Background: an optimization exercise with open tools, aiming at small area, a short achievable clock period and few clock cycles. Do not read the settings as production practice. The clock port is modelled as an ideal driver; clocking choices that lean on that would not hold on a real chip.

== the baseline ==
## BAS
module BAS(input clk, input reset, input [8:0]count, input [8:0]seed1, input [8:0]seed2, input [15:0]xi, input [15:0]yi, input [15:0]P, input [15:0]E, output [15:0]xo, output [15:0]yo, output [15:0]fo, output [31:0]clk_cnt, output reg done);
Size: about 3800 cells after synthesis, ~26000 um2 of cells after synthesis.
==> module BAS, before the edit <==
module BAS(input clk, input reset, input [8:0]count, input [8:0]seed1, input [8:0]seed2, input [15:0]xi, input [15:0]yi, input [15:0]P, input [15:0]E, output [15:0]xo, output [15:0]yo, output [15:0]fo, output [31:0]clk_cnt, output reg done);
    localparam K_NONE = 3'd0, K_INIT = 3'd1, K_R = 3'd2, K_L = 3'd3, K_T0 = 3'd4, K_T1 = 3'd5;
    reg [15:0] x, y, p, e;
    reg [14:0] f;
    reg [8:0] cnt, itc;
    reg [1:0] pc;                        
    reg act;                             
    reg [1:0] k;                         
    wire s0 = act & (k == 2'd0), s1 = act & (k == 2'd1);
    wire s2 = act & (k == 2'd2), s3 = act & (k == 2'd3);
    wire [15:0] dx, dy, ndx, ndy;
    twin_lfsr lfsr(clk, reset, s3, seed1, seed2, dx, dy, ndx, ndy);
    wire useE = s0 | s1;
    wire useY = (pc == 2'd1) | s1 | s3;
    wire [15:0] ma = useE ? e : p;
    wire [15:0] d = (s2 | s3) ? (useY ? ndy : ndx) : (useY ? dy : dx);
    wire [15:0] mp;
    Bfloat16_mul m1(ma, {1'b0, d[14:0]}, mp);
    reg [14:0] opa, opb, opc, opd;       
    reg [2:0] k1, k2;                    
    reg [14:0] fr;                       
    reg [15:0] x1, y1, xsel, ysel;
    reg sg;
    reg pend;                            
    reg [2:0] hist;                      
    wire pred = (hist[0] & hist[1]) | (hist[0] & hist[2]) | (hist[1] & hist[2]);
    wire last = (itc + 9'd1 == cnt);
    wire ini = (pc == 2'd2);
    wire pe = s0 | s1;
    wire nz = pe ? (p[14:0] != 15'd0) : (e[14:0] != 15'd0);
    wire neg = s1 | s2;
    wire [14:0] ox = pe ? opa : opc;
    wire [14:0] oy = pe ? opb : opd;
    wire [15:0] sx = {nz & ((pe ? p[15] ^ dx[15] : e[15]) ^ neg), ox};
    wire [15:0] sy = {nz & ((pe ? p[15] ^ dy[15] : e[15]) ^ neg), oy};
    wire [15:0] ax, ay;
    wire usel = pend & pred;             
    wire [15:0] xs = usel ? xsel : x;
    wire [15:0] ys = usel ? ysel : y;
    bf_add_slow a1(xs, sx, ini, ax);
    bf_add_slow a2(ys, sy, ini, ay);
    wire [2:0] k0 = ini ? K_INIT : s0 ? K_R : s1 ? K_L : s2 ? K_T1 : s3 ? K_T0 : K_NONE;
    wire [15:0] u, v;
    fitness_lin lin(x1, y1, u, v);
    reg [15:0] u2, v2;
    wire [14:0] fs;
    fitness_sq sq(u2, v2, fs);
    wire sgn = !(fr > fs);               
    wire le = fs <= f;
    wire dec = (k2 == K_T0) & !sg | (k2 == K_T1) & sg;    
    wire take = dec & le;
    wire redo = dec & (le != pred) & !last;   
    always @(posedge clk) begin
        if ((pc == 2'd2) | s2) opa <= mp[14:0];
        if ((pc == 2'd1) | s3) opb <= mp[14:0];
        if (s0) opc <= mp[14:0];
        if (s1) opd <= mp[14:0];
        x1 <= ax;
        y1 <= ay;
        u2 <= u;
        v2 <= v;
        if (k2 == K_R) fr <= fs;
        if (k2 == K_L) begin
            sg <= sgn;
            xsel <= sgn ? x1 : ax;       
            ysel <= sgn ? y1 : ay;
        end
        if ((k2 == K_INIT) | take) f <= fs;
        if (reset) begin
            x <= xi;
            y <= yi;
            p <= P;
            e <= E;
            cnt <= count;
            itc <= 9'd0;
            pc <= 2'd2;
            act <= 1'b0;
            k <= 2'd0;
            done <= 1'b0;
            k1 <= K_NONE;
            k2 <= K_NONE;
            pend <= 1'b0;
            hist <= 3'd0;
        end else begin
            if (pc != 2'd0) pc <= pc - 2'd1;
            if (pc == 2'd1) act <= (cnt != 9'd0);
            if ((k2 == K_INIT) && (cnt == 9'd0)) done <= 1'b1;
            if (take) begin
                x <= xsel;
                y <= ysel;
            end
            if (dec) begin
                itc <= itc + 9'd1;
                hist <= {hist[1:0], le};
                pend <= 1'b0;
                if (last) begin
                    done <= 1'b1;
                    act <= 1'b0;
                end
            end
            if (redo) begin
                k <= 2'd0;
                k1 <= K_NONE;
                k2 <= K_NONE;
            end else begin
                k1 <= k0;
                k2 <= k1;
                if (act) begin
                    k <= k + 2'd1;
                    if (s3) begin
                        if (itc + 9'd1 < cnt) pend <= 1'b1;
                        else act <= 1'b0;
                    end
                end
            end
        end
    end
    assign xo = x;
    assign yo = y;
    assign fo = {1'b0, f};
    assign clk_cnt = {23'd0, itc};
endmodule
==> flow/config.mk <==
export PLATFORM = sky130hd
export DESIGN_NAME = BAS
export DESIGN_NICKNAME = BAS
export VERILOG_FILES = /design/flow/design.v
export SDC_FILE = /design/flow/constraint.sdc
export NUM_CORES = 8
export LEC_CHECK = 0
export ABC_AREA = 1
export CAP_MARGIN = 20
export CORE_MARGIN = 2
export CORE_UTILIZATION = 60
export CTS_CLUSTER_DIAMETER = 100
export CTS_CLUSTER_SIZE = 20
export SLEW_MARGIN = 20
==> flow/constraint.sdc <==
create_clock -name core_clock -period 72.0 [get_ports {clk}]
set_input_delay 14.4000 -clock core_clock [delete_from_list [all_inputs] [get_ports {clk}]]
set_output_delay 14.4000 -clock core_clock [all_outputs]
set_load 0.01 [all_outputs]
standard.sh (not shown) runs the stock make flow with config.mk's settings and CLKGATE_MAP_FILE= SYNTH_SCRIPT=/design/flow/synth_recipe.tcl, a recipe that flattens the netlist after the stock synthesis.
==> flow/flow/run.sh <==
#!/bin/bash
# The standard layout, except:
# - synthesis maps all the logic with the ABC script flow/area.abc, in place
#   of ORFS's area script and without first mapping adders to full/half-adder
#   cells (ADDER_MAP_FILE empty); otherwise synth_recipe.tcl unchanged;
# - plain buf_1 cells as the port buffers;
# - timing repair aiming at 56.2 ns of setup slack, and after CTS a repair
#   of the paths from the inputs only (flow/io_repair.tcl).
set -euo pipefail
W=$PWD
cat > "$W/flow_synth.tcl" <<TCL
proc abc {args} {
  set i [lsearch -exact \$args -script]
  if {\$i >= 0} { lset args [expr {\$i + 1}] $W/flow/area.abc }
  yosys abc {*}\$args
}
source $W/synth_recipe.tcl
TCL
bash standard.sh "SYNTH_SCRIPT=$W/flow_synth.tcl" ADDER_MAP_FILE= "BUFFER_PORTS_ARGS=-buffer_cell sky130_fd_sc_hd__buf_1" SETUP_SLACK_MARGIN=56.2 "POST_CTS_TCL=$W/flow/io_repair.tcl" finish > standard.log 2>&1
==> flow/flow/area.abc <==
strash
ifraig
dc2
dch -f
amap -m
topo
stime -c
buffer -c
upsize -c -D 12500
dnsize -c -D 12500
==> flow/flow/io_repair.tcl <==
# Run after CTS (POST_CTS_TCL): a timing repair of the paths from the inputs
# to the registers only, aiming at 56.9 ns of slack; the other paths are left
# to the standard repair. The false paths are set for this repair only and
# removed again before the design is written.
set_false_path -from [all_registers] -to [all_registers]
set_false_path -to [all_outputs]
repair_timing -setup -setup_margin 56.9 -verbose
sta::unset_path_exceptions -from [all_registers] -to [all_registers]
sta::unset_path_exceptions -to [all_outputs]
detailed_placement
check_placement -verbose
estimate_parasitics -placement
report_worst_slack -max
Input changes introduced in the candidate (baseline for comparison: the baseline):
==> flow/design.v, changed modules only <==
module BAS(input clk, input reset, input [8:0]count, input [8:0]seed1, input [8:0]seed2, input [15:0]xi, input [15:0]yi, input [15:0]P, input [15:0]E, output [15:0]xo, output [15:0]yo, output [15:0]fo, output [31:0]clk_cnt, output reg done);
    localparam K_NONE = 3'd0, K_INIT = 3'd1, K_R = 3'd2, K_L = 3'd3, K_T0 = 3'd4, K_T1 = 3'd5;
    reg [15:0] x, y, p, e;
    reg [14:0] f;
    reg [8:0] cnt, itc;
    reg [1:0] pc;                        
    reg act;                             
    reg [1:0] k;                         
    wire s0 = act & (k == 2'd0), s1 = act & (k == 2'd1);
    wire s2 = act & (k == 2'd2), s3 = act & (k == 2'd3);
    wire [15:0] dx, dy, ndx, ndy;
    twin_lfsr lfsr(clk, reset, s3, seed1, seed2, dx, dy, ndx, ndy);
    wire useE = s0 | s1;
    wire useY = (pc == 2'd1) | s1 | s3;
    wire [15:0] ma = useE ? e : p;
    wire [15:0] d = (s2 | s3) ? (useY ? ndy : ndx) : (useY ? dy : dx);
    wire [15:0] mp;
    Bfloat16_mul m1(ma, {1'b0, d[14:0]}, mp);
    reg [14:0] opa, opb, opc, opd;       
    reg [2:0] k1, k2;                    
    reg [14:0] fr;                       
    reg [15:0] x1, y1, xsel, ysel;
    reg sg;
    wire last = (itc + 9'd1 == cnt);
    wire ini = (pc == 2'd2);
    wire pe = s0 | s1;
    wire nz = pe ? (p[14:0] != 15'd0) : (e[14:0] != 15'd0);
    wire neg = s1 | s3;
    wire [14:0] ox = pe ? opa : opc;
    wire [14:0] oy = pe ? opb : opd;
    wire [15:0] sx = {nz & ((pe ? p[15] ^ dx[15] : e[15]) ^ neg), ox};
    wire [15:0] sy = {nz & ((pe ? p[15] ^ dy[15] : e[15]) ^ neg), oy};
    wire [15:0] ax, ay;
    bf_add_slow a1(x, sx, ini, ax);
    bf_add_slow a2(y, sy, ini, ay);
    wire [2:0] k0 = ini ? K_INIT : s0 ? K_R : s1 ? K_L : s2 ? K_T0 : s3 ? K_T1 : K_NONE;
    wire [15:0] u, v;
    fitness_lin lin(x1, y1, u, v);
    reg [15:0] u2, v2;
    wire [14:0] fs;
    fitness_sq sq(u2, v2, fs);
    wire sgn = !(fr > fs);               
    wire le = fs <= f;
    wire dec = (k2 == K_T0) & !sg | (k2 == K_T1) & sg;    
    wire take = dec & le;
    wire redo = take & !last;            
    always @(posedge clk) begin
        if ((pc == 2'd2) | s2) opa <= mp[14:0];
        if ((pc == 2'd1) | s3) opb <= mp[14:0];
        if (s0) opc <= mp[14:0];
        if (s1) opd <= mp[14:0];
        x1 <= ax;
        y1 <= ay;
        u2 <= u;
        v2 <= v;
        if (k2 == K_R) fr <= fs;
        if (k2 == K_L) begin
            sg <= sgn;
            xsel <= sgn ? ax : x1;       
            ysel <= sgn ? ay : y1;
        end
        if ((k2 == K_INIT) | take) f <= fs;
        if (reset) begin
            x <= xi;
            y <= yi;
            p <= P;
            e <= E;
            cnt <= count;
            itc <= 9'd0;
            pc <= 2'd2;
            act <= 1'b0;
            k <= 2'd0;
            done <= 1'b0;
            k1 <= K_NONE;
            k2 <= K_NONE;
        end else begin
            if (pc != 2'd0) pc <= pc - 2'd1;
            if (pc == 2'd1) act <= (cnt != 9'd0);
            if ((k2 == K_INIT) && (cnt == 9'd0)) done <= 1'b1;
            if (take) begin
                x <= xsel;
                y <= ysel;
            end
            if (dec) begin
                itc <= itc + 9'd1;
                if (last) begin
                    done <= 1'b1;
                    act <= 1'b0;
                end
            end
            if (redo) begin
                k <= 2'd0;
                k1 <= K_NONE;
                k2 <= K_NONE;
            end else begin
                k1 <= k0;
                k2 <= k1;
                if (act) begin
                    k <= k + 2'd1;
                    if (s3 && !(itc + 9'd1 < cnt)) act <= 1'b0;
                end
            end
        end
    end
    assign xo = x;
    assign yo = y;
    assign fo = {1'b0, f};
    assign clk_cnt = {23'd0, itc};
endmodule
Notes after the runs:
met2 usage, the baseline and the candidate, higher one = the baseline. Taking the baseline as the reference point, the synthesized cell area of the candidate rises by about 0.6%. The higher worst hold slack came out of the baseline. Of the baseline and the candidate, the lower synthesized cell count belongs to the candidate. The synthesized area divided by synthesized cell count number comes out higher for the candidate vs the baseline. The baseline → the candidate: fmax barely changed; final standard cell area without fillers now smaller. Core util | the candidate vs the baseline | the candidate lower. The candidate: setup slack at placement is 120 ps lower than what the baseline reported. Looking only at count of clock-buffer cells in the layout, and setting everything else aside, the higher value of the baseline and the candidate goes to the baseline.
No run of this note included a check of the RTL's function; only the layout flow was run.

static timing again, ports no longer ideal:
How much do the figures lean on ideal ports? The routed layouts below were timed once more, with nothing changed but the port constraints.
Step 1 (the two cells are an assumption about what drives the block):
set clk [get_ports {clk}]
set_driving_cell -lib_cell sky130_fd_sc_hd__clkbuf_16 $clk
set_driving_cell -lib_cell sky130_fd_sc_hd__buf_2 [delete_from_list [all_inputs] $clk]
Step 2 times the ports against the registers' clock, not the clock port: input delays grow and output delays shrink by t, the midpoint of the rising clock arrivals with the driver on.
Slacks: ideal / step 1 / step 2; pairs: ideal / step 1.
run | t, ns | setup WS [ns] | worst register clock-pin slew, ns | worst slew at a driven data input, ns | cell pins on the clock port's net
the baseline | 0.598 | 56.353 / 56.293 / 56.305 | 0.09 / 0.09 | 0.13 | 1
the candidate | 0.597 | 56.309 / 56.249 / 56.320 | 0.09 / 0.09 | 0.09 | 1
After both steps every run listed still meets setup and hold. The setup slack of the baseline, which loses most, moves by -0.060 ns with the drivers and by -0.048 ns with both steps.
